From an optimization exercise on the open Yosys and OpenROAD flow, aimed at small area, a short achievable clock period and few clock cycles; shortcuts taken in it are not production practice. In this exercise RTL edits were held to simulation tests only and were not proved equivalent to the original. Power and IR drop assume default switching activity.

`design/flow/flow/run.sh`:
```
#!/bin/bash
# The standard ORFS layout (the standard.sh, unchanged synthesis) with:
#  - repair_timing asked to leave extra setup slack (sized for a faster clock),
#    without gate cloning;
#  - ports buffered with buf_2 cells;
#  - clock tree: larger sink clusters and no dummy balancing loads.
# The log of the ORFS run is kept in standard.log; ORFS's per-step logs are
# under orfs/logs.
set -e
bash standard.sh SETUP_SLACK_MARGIN=20.5 SKIP_GATE_CLONING=1 \
  "BUFFER_PORTS_ARGS=-buffer_cell sky130_fd_sc_hd__buf_2" \
  "CTS_ARGS=-sink_clustering_enable -repair_clock_nets -dont_use_dummy_load -sink_clustering_size 22 -sink_clustering_max_diameter 80" \
  finish > standard.log 2>&1
```
`design/flow/standard.sh`:
```
#!/bin/bash
# synth_recipe.tcl (not shown) runs the flow's synth.tcl, then flattens the netlist and writes it again
# the make line also repeats each setting of config.mk as NAME=value (left out here)
make -C /OpenROAD-flow-scripts/flow DESIGN_CONFIG=/design/flow/config.mk WORK_HOME=/design/flow/orfs CLKGATE_MAP_FILE= SYNTH_SCRIPT=/design/flow/synth_recipe.tcl "${@:-finish}"
```
`design/flow/design.v`:
```
module y86_pipe(clk, rst, imem_addr, imem_data, dmem_addr, dmem_wdata, dmem_we, dmem_rdata, stat);
input clk;
input rst;
output [9:0] imem_addr;
input [79:0] imem_data;
output [10:0] dmem_addr;
output [63:0] dmem_wdata;
output dmem_we;
input [63:0] dmem_rdata;
output [2:0] stat;
localparam [2:0] S_AOK = 3'd1, S_ADR = 3'd2;
localparam [3:0] RNONE = 4'hF, RSP = 4'h4;
reg [9:0]  pc;           
reg [3:0]  pcb;          
reg        fetch_on;     
reg [10:0] ra;           
reg        x_v;          
reg        x_ok;         
reg [2:0]  x_stat;
reg [3:0]  x_icode, x_ifun, x_rA, x_rB;
reg [63:0] x_valC;
reg [14:0] x_selA, x_selB;   
reg        x_fwdA, x_fwdB;   
reg        x_ldst;           
reg        x_retE;           
reg        m_we;         
reg        m_load;       
reg        m_ret;        
reg        m_bad;        
reg [10:0] m_addr;
reg [63:0] m_wdata;
reg [63:0] m_valE;
reg [3:0]  m_dstE, m_dstM;
reg [63:0] rf [0:14];
reg [14:0] rv;           
reg        zf, lt;       
reg [2:0]  stat_r;
wire live = (stat_r == S_AOK) & ~m_bad;
wire [64*15-1:0] rf_flat;
genvar gi;
generate
for (gi = 0; gi < 15; gi = gi + 1) begin : rff
    assign rf_flat[64*gi +: 64] = rf[gi];
end
endgenerate
wire x_act = x_v & live & ~x_ldst;
wire [63:0] valA, valE;
wire [10:0] x_addr;
wire        x_addr_bad, n_zf, n_lt, x_cnd, x_setcc, x_mem, x_memwr, x_load, x_isret, x_call;
wire [3:0]  x_dstE, x_dstM;
y86_exec ex(
    .icode(x_icode), .ifun(x_ifun), .rA(x_rA), .rB(x_rB), .valC(x_valC),
    .selA(x_selA), .selB(x_selB), .fwdA(x_fwdA), .fwdB(x_fwdB),
    .rv(rv), .rf(rf_flat), .m_valE(m_valE), .zf(zf), .lt(lt), .ok(x_ok),
    .valA(valA), .valE(valE), .addr(x_addr), .addr_bad(x_addr_bad),
    .n_zf(n_zf), .n_lt(n_lt), .cnd(x_cnd), .isop(x_setcc), .mem(x_mem), .memwr(x_memwr),
    .load(x_load), .isret(x_isret), .call(x_call), .dstE(x_dstE), .dstM(x_dstM));
wire x_go = x_act & x_ok & ~x_kill;        
wire x_cc = x_act & x_setcc & ~x_kill;     
wire [10:0] rsp_reg = rv[4] ? rf[4][10:0] : 11'h100;
wire [10:0] rsp_m   = (m_dstM == RSP) ? dmem_rdata[10:0] : m_valE[10:0];
wire        m_wsp   = (m_dstE == RSP) | (m_dstM == RSP);
wire [10:0] rsp_now = (x_act & (x_dstE == RSP)) ? valE[10:0] : m_wsp ? rsp_m : rsp_reg;
wire x_retX = x_v & x_retE & live;
wire [10:0] pred = x_retX ? x_valC[10:0] : m_wdata[10:0];
wire mis;
wire x_kill = m_ret & mis;
wire        f_go, f_ok, f_early, f_retE, f_ldst, f_fwdA, f_fwdB;
wire [2:0]  f_stat;
wire [3:0]  f_rA, f_rB;
wire [14:0] f_selA, f_selB;
wire [63:0] f_valC;
wire [9:0]  pc_d;
wire [3:0]  pcb_d;
wire        fetch_on_d;
wire [10:0] ra_d;
y86_fetch fe(
    .rst(rst), .imem_data(imem_data), .pc(pc), .pcb(pcb), .fetch_on(fetch_on), .ra(ra), .live(live),
    .x_act(x_act), .x_mem(x_mem), .x_dstE(x_dstE), .x_dstM(x_dstM),
    .x_cc(x_cc), .n_zf(n_zf), .n_lt(n_lt), .zf(zf), .lt(lt),
    .rdata(dmem_rdata), .rchk(x_retX | m_ret), .pred(pred), .mis(mis),
    .pc_d(pc_d), .pcb_d(pcb_d), .fetch_on_d(fetch_on_d), .ra_d(ra_d),
    .go(f_go), .ok(f_ok), .stat(f_stat), .early(f_early), .retE(f_retE),
    .valC(f_valC), .rA(f_rA), .rB(f_rB),
    .selA(f_selA), .selB(f_selB), .fwdA(f_fwdA), .fwdB(f_fwdB), .ldst(f_ldst));
assign dmem_addr  = m_addr;
assign dmem_wdata = m_wdata;
assign dmem_we    = m_we;
assign imem_addr  = pc;
assign stat       = stat_r;
wire [63:0] wbus = m_load ? dmem_rdata : m_valE;
wire [63:0] wsp  = (m_dstM == RSP) ? dmem_rdata : m_valE;
always @(posedge clk) begin
    pc <= pc_d;
    pcb <= pcb_d;
    fetch_on <= fetch_on_d;
    ra <= ra_d;
end
always @(posedge clk) begin
    if (rst) begin
        x_v <= 1'b0;
        x_ldst <= 1'b0;
        x_retE <= 1'b0;
    end else begin
        x_v <= f_go & ~mis;
        x_ldst <= f_go & f_ldst & ~mis;
        x_retE <= f_retE & ~mis;
    end
    x_fwdA <= f_fwdA;
    x_fwdB <= f_fwdB;
    x_ok <= f_ok;
    x_stat <= f_stat;
    x_icode <= imem_data[7:4];
    x_ifun <= imem_data[3:0];
    x_rA <= f_rA;
    x_rB <= f_rB;
    x_valC <= f_valC;
    x_selA <= f_selA;
    x_selB <= f_selB;
end
always @(posedge clk) begin
    if (rst) begin
        m_we <= 1'b0;
        m_load <= 1'b0;
        m_ret <= 1'b0;
        m_bad <= 1'b0;
        m_dstE <= RNONE;
        m_dstM <= RNONE;
    end else begin
        m_we <= x_go & x_memwr & ~x_addr_bad;
        m_load <= x_go & x_load;
        m_ret <= x_go & x_isret & ~x_retE;
        m_bad <= x_go & x_mem & x_addr_bad;
        m_dstE <= x_go ? x_dstE : RNONE;
        m_dstM <= x_go ? x_dstM : RNONE;
    end
    m_addr <= f_retE ? rsp_now : x_addr;
    m_wdata <= (x_call | x_isret) ? x_valC : valA;
    m_valE <= valE;
end
always @(posedge clk) begin
    if (rst) begin
        zf <= 1'b1; lt <= 1'b0;
    end else if (x_cc) begin
        zf <= n_zf; lt <= n_lt;
    end
end
always @(posedge clk) begin
    if (rst) stat_r <= S_AOK;
    else if (stat_r == S_AOK) begin
        if (m_bad) stat_r <= S_ADR;
        else if (x_act & ~x_ok & ~x_kill) stat_r <= x_stat;
        else if (f_early & ~mis) stat_r <= f_stat;
    end
end
genvar gr;
generate
for (gr = 0; gr < 15; gr = gr + 1) begin : rfw
    wire wen = ((m_dstE == gr) | (m_dstM == gr)) & ~m_bad;
    always @(posedge clk) begin
        if (rst) rv[gr] <= 1'b0;
        else if (wen) rv[gr] <= 1'b1;
        if (wen) rf[gr] <= (gr == 4) ? wsp : wbus;
    end
end
endgenerate
endmodule
module y86_fetch(rst, imem_data, pc, pcb, fetch_on, ra, live, x_act, x_mem, x_dstE, x_dstM,
                 x_cc, n_zf, n_lt, zf, lt, rdata, rchk, pred, mis,
                 pc_d, pcb_d, fetch_on_d, ra_d,
                 go, ok, stat, early, retE, valC, rA, rB,
                 selA, selB, fwdA, fwdB, ldst);
input        rst;
input [79:0] imem_data;
input [9:0]  pc;
input [3:0]  pcb;
input        fetch_on;
input [10:0] ra;
input        live, x_act, x_mem;
input [3:0]  x_dstE, x_dstM;
input        x_cc, n_zf, n_lt, zf, lt;
input [63:0] rdata;
input        rchk;
input [10:0] pred;
output       mis;
output [9:0] pc_d;
output [3:0] pcb_d;
output       fetch_on_d;
output [10:0] ra_d;
output       go, ok, early, retE;
output [2:0] stat;
output [63:0] valC;
output [3:0] rA, rB;
output [14:0] selA, selB;
output       fwdA, fwdB, ldst;
localparam [2:0] S_AOK = 3'd1, S_ADR = 3'd2, S_INS = 3'd3, S_HLT = 3'd4;
localparam [3:0] RNONE = 4'hF, RSP = 4'h4;
wire [3:0] icode = imem_data[7:4];
wire [3:0] ifun  = imem_data[3:0];
wire regids = (icode == 4'h2) | (icode == 4'h3) | (icode == 4'h4) | (icode == 4'h5) |
              (icode == 4'h6) | (icode == 4'hA) | (icode == 4'hB);
wire hasC   = (icode == 4'h3) | (icode == 4'h4) | (icode == 4'h5) |
              (icode == 4'h7) | (icode == 4'h8);
wire [10:0] pc1  = {1'b0, pc} + 11'd1;
wire [10:0] pc2  = {1'b0, pc} + 11'd2;
wire [10:0] pc9  = {1'b0, pc} + 11'd9;
wire [10:0] pc10 = {1'b0, pc} + 11'd10;
wire [10:0] valP = hasC ? (regids ? pc10 : pc9) : (regids ? pc2 : pc1);
assign stat = (|pcb) ? S_ADR :
              (icode > 4'hB) ? S_INS :
              (icode == 4'h0) ? S_HLT : S_AOK;
assign ok = (stat == S_AOK);
wire jmp  = (icode == 4'h7);
wire call = (icode == 4'h8);
wire ret  = (icode == 4'h9);
assign go = fetch_on & live;
assign retE = go & ok & ret & ~(x_act & x_mem);
assign early = go & ~ok & ~(x_act & x_mem);
assign rA = regids ? imem_data[15:12] : RNONE;
assign rB = regids ? imem_data[11:8] : RNONE;
assign valC = call ? {53'd0, valP} : ret ? {53'd0, ra} : imem_data[79:16];
wire useA = ok & ((icode == 4'h2) | (icode == 4'h4) | (icode == 4'h6) | (icode == 4'hA));
wire useB = ok & ((icode == 4'h4) | (icode == 4'h5) | (icode == 4'h6));
wire useS = ok & ((icode == 4'h8) | (icode == 4'h9) | (icode == 4'hA) | (icode == 4'hB));
wire [3:0] srcA = useA ? imem_data[15:12] : RNONE;
wire [3:0] srcB = useS ? RSP : useB ? imem_data[11:8] : RNONE;
assign selA = (srcA == RNONE) ? 15'd0 : (15'd1 << srcA);
assign selB = (srcB == RNONE) ? 15'd0 : (15'd1 << srcB);
wire [3:0] pdE = x_act ? x_dstE : RNONE;
wire [3:0] pdM = x_act ? x_dstM : RNONE;
assign fwdA = (srcA != RNONE) & (srcA == pdE);
assign fwdB = (srcB != RNONE) & (srcB == pdE);
assign ldst = (pdM != RNONE) & ((srcA == pdM) | (srcB == pdM));
wire c_zf = x_cc ? n_zf : zf;
wire c_lt = x_cc ? n_lt : lt;
reg taken;
always @(*) begin
    case (ifun)
        4'h0: taken = 1'b1;
        4'h1: taken = c_lt | c_zf;
        4'h2: taken = c_lt;
        4'h3: taken = c_zf;
        4'h4: taken = ~c_zf;
        4'h5: taken = ~c_lt;
        4'h6: taken = ~c_lt & ~c_zf;
        default: taken = 1'b0;
    endcase
end
wire toC = call | (jmp & taken);
function [3:0] hi4(input [63:0] v);
    hi4 = {|v[63:50], |v[49:36], |v[35:22], |v[21:10]};
endfunction
wire [9:0] npc  = ret ? ra[9:0] : toC ? imem_data[17:8] : valP[9:0];
wire [3:0] npcb = ret ? {3'd0, ra[10]} : toC ? hi4(imem_data[71:8]) : {3'd0, valP[10]};
assign mis = rchk & (rdata != {53'd0, pred});
wire adv = go & ~ldst;             
assign pc_d       = rst ? 10'd0 : mis ? rdata[9:0] : adv ? npc : pc;
assign pcb_d      = rst ? 4'd0 : mis ? hi4(rdata) : adv ? npcb : pcb;
assign fetch_on_d = rst | mis | (fetch_on & ~(adv & ~ok));
assign ra_d       = rst ? 11'd0 : (go & call & ~mis) ? valP : ra;
endmodule
module y86_exec(icode, ifun, rA, rB, valC, selA, selB, fwdA, fwdB, rv, rf, m_valE, zf, lt, ok,
                valA, valE, addr, addr_bad, n_zf, n_lt, cnd, isop, mem, memwr, load, isret, call,
                dstE, dstM);
input [3:0]  icode, ifun, rA, rB;
input [63:0] valC;
input [14:0] selA, selB;
input        fwdA, fwdB;
input [14:0] rv;
input [64*15-1:0] rf;
input [63:0] m_valE;
input        zf, lt, ok;
output [63:0] valA, valE;
output [10:0] addr;
output       addr_bad, n_zf, n_lt, cnd, isop, mem, memwr, load, isret, call;
output [3:0] dstE, dstM;
localparam [3:0] RNONE = 4'hF, RSP = 4'h4;
wire i_rr   = (icode == 4'h2);
wire i_ir   = (icode == 4'h3);
wire i_rm   = (icode == 4'h4);
wire i_mr   = (icode == 4'h5);
wire i_op   = (icode == 4'h6);
wire i_call = (icode == 4'h8);
wire i_ret  = (icode == 4'h9);
wire i_push = (icode == 4'hA);
wire i_pop  = (icode == 4'hB);
wire [63:0] valB;
y86_rdport rpa(.sel(selA), .rv(rv), .rf(rf), .fwd(fwdA), .fval(m_valE), .val(valA));
y86_rdport rpb(.sel(selB), .rv(rv), .rf(rf), .fwd(fwdB), .fval(m_valE), .val(valB));
reg [63:0] aluA, aluB;
always @(*) begin
    case (icode)
        4'h2, 4'h6:        aluA = valA;
        4'h3, 4'h4, 4'h5:  aluA = valC;
        4'h8, 4'hA:        aluA = -64'd8;
        4'h9, 4'hB:        aluA = 64'd8;
        default:           aluA = 64'd0;
    endcase
    case (icode)
        4'h4, 4'h5, 4'h6, 4'h8, 4'h9, 4'hA, 4'hB: aluB = valB;
        default:                                  aluB = 64'd0;
    endcase
end
wire [1:0] fn = i_op ? ifun[1:0] : 2'b00;
y86_alu alu(.fn(fn), .a(aluA), .b(aluB), .e(valE), .zf(n_zf), .lt(n_lt));
assign isop = i_op;
reg c;
always @(*) begin
    case (ifun)
        4'h0: c = 1'b1;
        4'h1: c = lt | zf;
        4'h2: c = lt;
        4'h3: c = zf;
        4'h4: c = ~zf;
        4'h5: c = ~lt;
        4'h6: c = ~lt & ~zf;
        default: c = 1'b0;
    endcase
end
assign cnd = c;
assign memwr = i_rm | i_push | i_call;
assign mem   = ok & (i_mr | i_pop | i_ret | memwr);
assign load  = i_mr | i_pop;
assign isret = i_ret;
assign call  = i_call;
wire spaddr = i_pop | i_ret;
assign addr = spaddr ? valB[10:0] : valE[10:0];
assign addr_bad = spaddr ? (valB > 64'd2000) : (valE > 64'd2000);
assign dstE = (i_op | i_ir | (i_rr & c)) ? rB :
              (i_call | i_ret | i_push | i_pop) ? RSP : RNONE;
assign dstM = (i_mr | i_pop) ? rA : RNONE;
endmodule
module y86_rdport(sel, rv, rf, fwd, fval, val);
input [14:0] sel;
input [14:0] rv;
input [64*15-1:0] rf;
input fwd;
input [63:0] fval;
output reg [63:0] val;
function [8:0] init_val(input [3:0] r);
    case (r)
        4'd0: init_val = 9'h1;
        4'd1: init_val = 9'h8;
        4'd2: init_val = 9'h6;
        4'd3: init_val = 9'h5;
        4'd4: init_val = 9'h100;
        4'd5: init_val = 9'h6;
        4'd6: init_val = 9'h7;
        4'd7: init_val = 9'h5;
        4'd8: init_val = 9'h9;
        4'd9: init_val = 9'ha;
        4'd10: init_val = 9'hb;
        4'd11: init_val = 9'h1;
        4'd12: init_val = 9'h2;
        4'd13: init_val = 9'h3;
        4'd14: init_val = 9'h4;
        default: init_val = 9'h0;
    endcase
endfunction
wire [14:0] s = sel & rv & {15{~fwd}};
wire [14:0] si = sel & ~rv & {15{~fwd}};
reg [8:0] ini;
integer i;
always @(*) begin
    ini = 9'd0;
    for (i = 0; i < 15; i = i + 1)
        ini = ini | ({9{si[i]}} & init_val(i));
    val = ({64{fwd}} & fval) | {55'd0, ini};
    for (i = 0; i < 15; i = i + 1)
        val = val | ({64{s[i]}} & rf[64*i +: 64]);
end
endmodule
module y86_alu(fn, a, b, e, zf, lt);
input [1:0] fn;
input [63:0] a, b;
output [63:0] e;
output zf, lt;
wire sub = (fn == 2'b01);
wire [63:0] a2 = sub ? ~a : a;
wire [63:0] p = b ^ a2;
wire [63:0] g = b & a2;
wire [63:0] G [0:6];
wire [63:0] P [0:6];
assign G[0] = {g[63:1], g[0] | (p[0] & sub)};
assign P[0] = p;
genvar k, i;
generate
for (k = 0; k < 6; k = k + 1) begin : lvl
    for (i = 0; i < 64; i = i + 1) begin : bt
        if (i >= (1 << k)) begin : comb
            assign G[k+1][i] = G[k][i] | (P[k][i] & G[k][i - (1 << k)]);
            assign P[k+1][i] = P[k][i] & P[k][i - (1 << k)];
        end else begin : pass
            assign G[k+1][i] = G[k][i];
            assign P[k+1][i] = P[k][i];
        end
    end
end
endgenerate
wire [64:0] c = {G[6], sub};      
wire [63:0] sum = p ^ c[63:0];
assign e = (fn == 2'b10) ? g : (fn == 2'b11) ? p : sum;
wire [63:0] zneed = {a2[62:0] | b[62:0], sub};
wire z_sum = &(p ~^ zneed);
wire z_and = ~|g;
wire z_xor = ~|p;
assign zf = (fn == 2'b10) ? z_and : (fn == 2'b11) ? z_xor : z_sum;
assign lt = (fn == 2'b10) ? g[63] : (fn == 2'b11) ? p[63] : (p[63] ^ c[64]);
endmodule
```
`design/flow/constraint.sdc`:
```
create_clock -name core_clock -period 28.0 [get_ports {clk}]
set_input_delay 5.6000 -clock core_clock [delete_from_list [all_inputs] [get_ports {clk}]]
set_output_delay 5.6000 -clock core_clock [all_outputs]
set_load 0.01 [all_outputs]
```
`design/flow/config.mk`:
```
export PLATFORM = sky130hd
export DESIGN_NAME = y86_pipe
export DESIGN_NICKNAME = y86_pipe
export VERILOG_FILES = /design/flow/design.v
export SDC_FILE = /design/flow/constraint.sdc
export NUM_CORES = 8
export LEC_CHECK = 0
export CAP_MARGIN = 20
export CORE_MARGIN = 2
export CORE_UTILIZATION = 40
export SLEW_MARGIN = 20
export SYNTH_HIERARCHICAL = 1
```
==> results.json <==
{
  "reg2reg_setup_slack_ns": 19.59,
  "rr_endpoint": "pc[6]$_DFF_P_",
  "holdWs_ns": 0.446,
  "worstReg2RegStart": "x_fwdA$_DFF_P_",
  "worst-path-max-fanout": 6,
  "setup-violations-final": 0,
  "clk_transition_reported_paths_ns": 0.08,
  "end_kind": "flop",
  "critPathBufInv": 6,
  "worstHoldPathType": "flop to flop",
  "first_pass_iters": 7,
  "grt-ovfl-total": 0,
  "cp-endpoint": "pc[7]$_DFF_P_",
  "arrival_ns": 9.11,
  "die_h_um": 405,
  "die_w_um": 405,
  "synth_fp_nets": 5680,
  "maxSlewViolCount": 0,
  "r2r_cells": 27,
  "grt_usage_pct": 35.3,
  "ant_nets": 0,
  "tritoncts": "done",
  "dp_hpwl_um": 200000,
  "fmax_ghz": 0.117,
  "ir_worst_vdd_mv": 0.0442,
  "period_share_pct": 30.6,
  "final.min_clock_period_ns": 8.56,
  "outcome": "finished clean",
  "skew_ns": 0.0971,
  "max_stage_delay_ns": 0.53,
  "layout_common_cells": "960 x edfxtp_1, 440 x a22o_1, 437 x a221oi_1",
  "start_util_pct": 40.2,
  "cts_made_buffers": 78,
  "final_nets": 5770,
  "drc": 0,
  "clk_path_buf_depth": 3,
  "critPathSlowestCell": "nor3_4",
  "core.rowCount": 147,
  "via_count": 53604,
  "startpoint": "dmem_rdata[14]",
  "rsz0062_at_grt": "yes",
  "maxCapViolations": 0,
  "root_buffer": "clkbuf_16",
  "cts.sinks": 1276,
  "place.gp.congestion": 1.09,
  "tightest_slew_ns": 1.30,
  "crit_family": "simple AND/OR/NAND/NOR gates",
  "syn_avg_cell_area_um2": 11.9,
  "netlist_area_um2": 64300,
  "cts-hold-fix-buffers": 0,
  "dieArea_um2": 164000,
  "finalSetupTns_ns": 0,
  "fillers": 14715,
  "drt_iter0_drc": 9936,
  "crit_cells": 19,
  "routedWlPerCell_um": 39.5,
  "grt_pass1_wl_um": 403000,
  "routed_wl_um": 300000,
  "grt_max_degree": 54,
  "clk_latency_ns": 0.73,
  "critPathKind": "primary input to flop",
  "slew_headroom_pct": 12.4,
  "yosys_warnings": 12,
  "area_delta_synth_final_pct": 9.46,
  "p_leak_nw": 24.1,
  "path_cells": "buf_8 -> nor4_4 -> buf_4 -> nand3_4 -> nor3_4 -> a21boi_4 -> buf_12 -> nand2_4 -> nand4_1 -> inv_2 -> mux2i_2 -> a211oi_2 -> o221ai_4 -> buf_6 -> nand2_8 -> buf_4 -> a22o_1 -> o211ai_1 -> a31oi_1",
  "synth_cells": 5404,
  "hold_viol": 0,
  "drive_gt1_share_pct": 16.1,
  "cp_common_cell": "buf_4",
  "layout_commonest_cell": "edfxtp_1",
  "antenna_found_initial": 23,
  "boundaryPins": 235,
  "cp-start-kind": "primary input",
  "portBuffers": 234,
  "routed_via_density": 7.06,
  "first_global_vias": 49166,
  "htree_num_levels": 3,
  "required_ns": 28.55,
  "coreArea_um2": 160000,
  "power_density_nw_per_um2": 58.9
}
## how the worst min path moves through the flow
stage,from,to,depth (start not counted)
final,x_retE$_SDFF_PP0_,m_ret$_SDFF_PP0_,1
after global placement,x_retE$_SDFF_PP0_,m_ret$_SDFF_PP0_,1
after detailed placement,x_retE$_SDFF_PP0_,m_ret$_SDFF_PP0_,1
after floorplan,x_retE$_SDFF_PP0_,m_ret$_SDFF_PP0_,1
after CTS,x_retE$_SDFF_PP0_,m_ret$_SDFF_PP0_,1
after global routing,x_retE$_SDFF_PP0_,m_ret$_SDFF_PP0_,1
## flip-flops by register name (all words and copies together) (netlist names), 15 cells and up
register	count
x_selB	15
rv	15
m_wdata	64
x_selA	15
x_valC	64
m_valE	64
rf	960
## metrics by stage
stage / area (µm²) / power (mW) / cells / utilization [%] / worst slack [ns]
floorplan: 64400 / 2.64 / 5404 / - / 19.64
global placement: 67100 / 2.99 / 7419 / 42.0 / 18.03
detailed placement: 67200 / 2.99 / 7420 / 42.0 / 18.08
CTS: 70000 / 4.09 / 7555 / 43.7 / 19.59
global route: 70300 / 4.22 / 7579 / 44.0 / 19.42
finish: 70400 / 4.15 / 7593 / 44.0 / 19.44
## routing by layer
metal	up-vias	wire (µm)	global-route usage, %	part of all wire [%]
li1	21593	-	-	-
met1	26701	107000	44.3	36
met2	4393	127000	51.9	42
met3	907	43800	12.5	15
met4	10	21600	21.3	7.2
met5	-	71	0	0.024
## repair_timing
action / 4_1_cts / 5_1_grt
setup endpoints to repair: 59 / 56
hold endpoints to repair: 0 / 0
pin swaps: 38 / 32
gates resized for setup: 93 / 38
setup buffers: 57 / 23
## area by class of cell
| class | count | area (µm²) | share of cell area [%] |
|---|---|---|---|
| multi-input cells | 3493 | 26900 | 38.2 |
| repair buffers | 440 | 2930 | 4.17 |
| well taps | 2086 | 2610 | 3.71 |
| inverters | 205 | 769 | 1.09 |
| clock buffers | 78 | 1950 | 2.77 |
| diodes | 15 | 37.5 | 0.0533 |
| flip-flops and latches | 1276 | 35200 | 50.0 |
## power breakdown
group | leakage [nW] | total [mW] | switching [mW] | internal, mW
logic | 11.7 | 0.752 | 0.533 | 0.219
clock network | 0.961 | 1.13 | 0.632 | 0.495
registers | 11.4 | 2.27 | 0.109 | 2.16
total | 24.1 | 4.15 | 1.27 | 2.87
Testbench counts, summed over its fixed seeds: cycles 14,529.

[what the ideal ports hide]
No port has a modelled driver above. Below, the same layout with a new extraction and two added sets of constraints.
Step 1, drivers: a clkbuf_16 drives clk and a buf_2 each remaining input, both assumed.
Step 2 moves the port delays by t, midway between the first and last clock arrival at a register: inputs arrive t later, outputs are due t later. That takes back most of the time a late clock gives input paths.
Slacks: ideal ports / drivers / drivers and shift; pairs: ideal ports / drivers.
t, ns: 0.756
setup slack, ns: 19.435 / 19.469 / 18.712
hold WS [ns]: 0.446 / 0.446 / 0.446
cell pins on the clock port's net: 1
After both steps this run still meets setup and hold. For this run, drivers alone change the setup slack by +0.034 ns; drivers and shift together by -0.723 ns.
